This design comes from an exercise in tuning for small area and a short achievable clock period on the open sky130 flow, not from production work. Function was checked by simulation only, so behaviour that the tests miss may differ from the original. Power figures rest on the tool's default switching activity, not on a simulated workload.

## run a
## rv32i_datapath
module rv32i_datapath(
  input  logic        i_clk,
  input  logic        i_rst_n,     
  input  logic [31:0] i_instr,
  input  logic [31:0] i_pc,
  input  logic [31:0] i_ld_data,
  input  logic        i_rd_wren,
  input  logic        i_opa_sel,   
  input  logic        i_opb_sel,   
  input  logic [ 3:0] i_alu_op,
  input  logic        i_br_un,
  input  logic        i_wb_sel,    
  output logic [31:0] o_alu_data,
  output logic [31:0] o_rs2_data,
  output logic        o_br_less,
  output logic        o_br_equal
);
  logic [ 4:0]       rs1_addr, rs2_addr, rd_addr;
  logic [31:1][31:0] mem;
  logic [31:1]       valid;
  logic [31:1]       wren;
  logic [31:1]       sel1, sel2;
  logic [31:0]       rs1_n, rs2_n;        
  logic [31:0]       wb_data;
  assign rs1_addr = i_instr[19:15];
  assign rs2_addr = i_instr[24:20];
  assign rd_addr  = i_instr[11:7];
  genvar r;
  generate
    for (r = 1; r < 32; r = r + 1) begin : g_reg
  ...
Size: ~170 I/O pins.
Settings: LEC_CHECK=0, CAP_MARGIN=20, CORE_MARGIN=2, CORE_UTILIZATION=55, PLACE_DENSITY=0.65, SLEW_MARGIN=20, SYNTH_HIERARCHICAL=1, SYNTH_MINIMUM_KEEP_SIZE=0; clock period 32.0 ns.
standard.sh (not shown) runs the stock make flow with config.mk's settings and CLKGATE_MAP_FILE= SYNTH_SCRIPT=/design/flow/synth_recipe.tcl, a recipe that flattens the netlist after the stock synthesis.
==> flow/flow/run.sh <==
#!/bin/bash
# Standard ORFS layout with: synthesis's sized-up gates set back to their
# smallest size before floorplan (downsize.tcl), plain buffers on the ports,
# a clock tree without dummy loads and with larger sink clusters, and a
# setup margin that makes repair_timing work on the slowest paths.
set -euo pipefail
bash standard.sh \
  "PRE_FLOORPLAN_TCL=$PWD/flow/downsize.tcl" \
  "CTS_ARGS=-sink_clustering_enable -repair_clock_nets -dont_use_dummy_load -sink_clustering_size 24 -sink_clustering_max_diameter 70" \
  "BUFFER_PORTS_ARGS=-buffer_cell sky130_fd_sc_hd__buf_1" \
  SETUP_SLACK_MARGIN=14.5 \
  finish > flow_make.log 2>&1
Other scripts of this flow, unchanged in this note and not shown: flow/flow/downsize.tcl
Run a ran to completion and came out clean on the timing, DRC and antenna checks.
--- input diff run a..run b ---
diff --git a/flow/flow/run.sh b/flow/flow/run.sh
--- a/flow/flow/run.sh
+++ b/flow/flow/run.sh
@@ -9,4 +9,4 @@
   "CTS_ARGS=-sink_clustering_enable -repair_clock_nets -dont_use_dummy_load -sink_clustering_size 24 -sink_clustering_max_diameter 70" \
   "BUFFER_PORTS_ARGS=-buffer_cell sky130_fd_sc_hd__buf_1" \
-  SETUP_SLACK_MARGIN=14.5 \
+  SETUP_SLACK_MARGIN=14.8 \
   finish > flow_make.log 2>&1
--- outcome ---
Compared to run a, run b leaves less free space in the core. On delay contributed by the slowest stage of the critical path: between run b and run a, it ends up higher for run a. Going from run a to run b, number of vias in the routed layout grew by a few percent. Wire length after detailed routing, run b and run a: larger value in run b. Non-clock buffer count was lower in the run labelled run a. Count of fill cells added during filler insertion, run b and run a: lower on run b. On global-route wire length before repair, run b does worse than run a. Going from run a to run b, fraction of area in registers shrinks by 2.8 points. Summary: with run a as the reference, logic depth of the worst path, buffers included in run b moved up by a few percent.

--- another note on this design; it stands on its own ---

==> trial 9 <==
==> flow/design.v (excerpt) <==
module rv32i_datapath(
  input  logic        i_clk,
  input  logic        i_rst_n,     
  input  logic [31:0] i_instr,
  input  logic [31:0] i_pc,
  input  logic [31:0] i_ld_data,
  input  logic        i_rd_wren,
  input  logic        i_opa_sel,   
  input  logic        i_opb_sel,   
  input  logic [ 3:0] i_alu_op,
  input  logic        i_br_un,
  input  logic        i_wb_sel,    
  output logic [31:0] o_alu_data,
  output logic [31:0] o_rs2_data,
  output logic        o_br_less,
  output logic        o_br_equal
);
  logic [ 4:0]       rs1_addr, rs2_addr, rd_addr;
  logic [31:1][31:0] mem;
  logic [31:1]       valid;
  logic [31:1]       wren;
  logic [31:1]       sel1, sel2;
  logic [31:0]       rs1_n, rs2_n;        
  logic [31:0]       wb_data;
  assign rs1_addr = i_instr[19:15];
  assign rs2_addr = i_instr[24:20];
  assign rd_addr  = i_instr[11:7];
  genvar r;
  generate
    for (r = 1; r < 32; r = r + 1) begin : g_reg
      assign wren[r] = i_rd_wren & (rd_addr == r);
      always_ff @(posedge i_clk)
        if (wren[r]) mem[r] <= wb_data;
      always_ff @(posedge i_clk or negedge i_rst_n)
        if (!i_rst_n)     valid[r] <= 1'b0;
        else if (wren[r]) valid[r] <= 1'b1;
      assign sel1[r] = (rs1_addr == r) & valid[r];
  ...
clock: 32.0 ns
lec_check: 0
cap_margin: 20
core_margin: 2
core_utilization: 55
place_density: 0.65
slew_margin: 20
synth_hierarchical: 1
synth_minimum_keep_size: 0
standard.sh (not shown) runs the stock make flow with config.mk's settings and CLKGATE_MAP_FILE= SYNTH_SCRIPT=/design/flow/synth_recipe.tcl, a recipe that flattens the netlist after the stock synthesis.
==> flow/flow/run.sh <==
#!/bin/bash
# Standard ORFS layout with: synthesis's sized-up gates set back to their
# smallest size before floorplan (downsize.tcl), plain buffers on the ports,
# a clock tree without dummy loads and with larger sink clusters, and a
# setup margin that makes repair_timing work on the slowest paths.
set -euo pipefail
bash standard.sh \
  "PRE_FLOORPLAN_TCL=$PWD/flow/downsize.tcl" \
  "CTS_ARGS=-sink_clustering_enable -repair_clock_nets -dont_use_dummy_load -sink_clustering_size 28 -sink_clustering_max_diameter 85" \
  "BUFFER_PORTS_ARGS=-buffer_cell sky130_fd_sc_hd__buf_1" \
  SETUP_SLACK_MARGIN=14.5 \
  finish > flow_make.log 2>&1
Other scripts of this flow, unchanged in this note and not shown: flow/flow/downsize.tcl
==> trial 48 (differences from trial 9) <==
--- a/flow/flow/run.sh
+++ b/flow/flow/run.sh
@@ -8,3 +8,3 @@
   "PRE_FLOORPLAN_TCL=$PWD/flow/downsize.tcl" \
-  "CTS_ARGS=-sink_clustering_enable -repair_clock_nets -dont_use_dummy_load -sink_clustering_size 28 -sink_clustering_max_diameter 85" \
+  "CTS_ARGS=-sink_clustering_enable -repair_clock_nets -dont_use_dummy_load -sink_clustering_size 24 -sink_clustering_max_diameter 70" \
   "BUFFER_PORTS_ARGS=-buffer_cell sky130_fd_sc_hd__buf_1" \
- CORE_UTILIZATION: 55 -> 62
- PLACE_DENSITY: 0.65 -> 0.72
==> summary of the runs <==
- Trial 48 ran to the end with no violations. Trial 9 completed with no timing, DRC or antenna violations.
- Of trial 48 and trial 9, trial 9 has the higher die area (gap 11%, measured against trial 9).
- Of trial 48 and trial 9, trial 48 has the higher register-to-register slack (gap 0.05 ns).
- Global-route usage: trial 9 is lower than trial 48 (3.2 points).
- Against trial 9, the clock power of trial 48 is larger by 5.7%.
- Sequential share of layout area: trial 9 is lower than trial 48 (0.062 points).
- Against trial 48, the count of clock-buffer cells in the layout of trial 9 is lower by 6.
- Utilization: trial 9 is lower than trial 48 (8.5 points).
- Against trial 48, the routed wire length of trial 9 is larger by 4.6%.
- Between trial 9 and trial 48, the lower cell count is in trial 48 (gap about 3.8%, measured against trial 48).
- Against trial 9, the total power of trial 48 is higher by about 1%.
- Against trial 48, the clock skew of trial 9 is higher by 0.037 ns.

port drivers added, routing unchanged:
The results above use ideal ports. As a check the final layouts listed here were re-extracted and re-timed, cells and wires unchanged. Step 1: set_driving_cell puts a clkbuf_16 on i_clk and a buf_2 on each other input, an assumption about the parent block. Step 2, shift: input delay + t, output delay - t, t = (earliest + latest rising clock arrival at the registers) / 2. This alone moves slack from input paths to output paths. Slacks: ideal ports / drivers / drivers and shift; pairs: ideal ports / drivers.
run | t, ns | setup WS [ns] | worst hold slack (ns) | slew at the worst register clock pin (ns)
run a | 0.685 | 14.387 / 14.334 / 14.334 | 0.491 / 0.491 / 0.491 | 0.10 / 0.10
run b | 0.686 | 14.512 / 14.462 / 14.462 | 0.493 / 0.493 / 0.493 | 0.10 / 0.10
trial 9 | 0.673 | 14.437 / 14.372 / 14.372 | 0.494 / 0.494 / 0.494 | 0.11 / 0.11
trial 48 | 0.703 | 14.330 / 14.299 / 14.299 | 0.488 / 0.488 / 0.488 | 0.10 / 0.10
After both steps every run listed still meets setup and hold. The setup slack of trial 9, which loses most, moves by -0.065 ns with the drivers and by -0.065 ns with both steps.
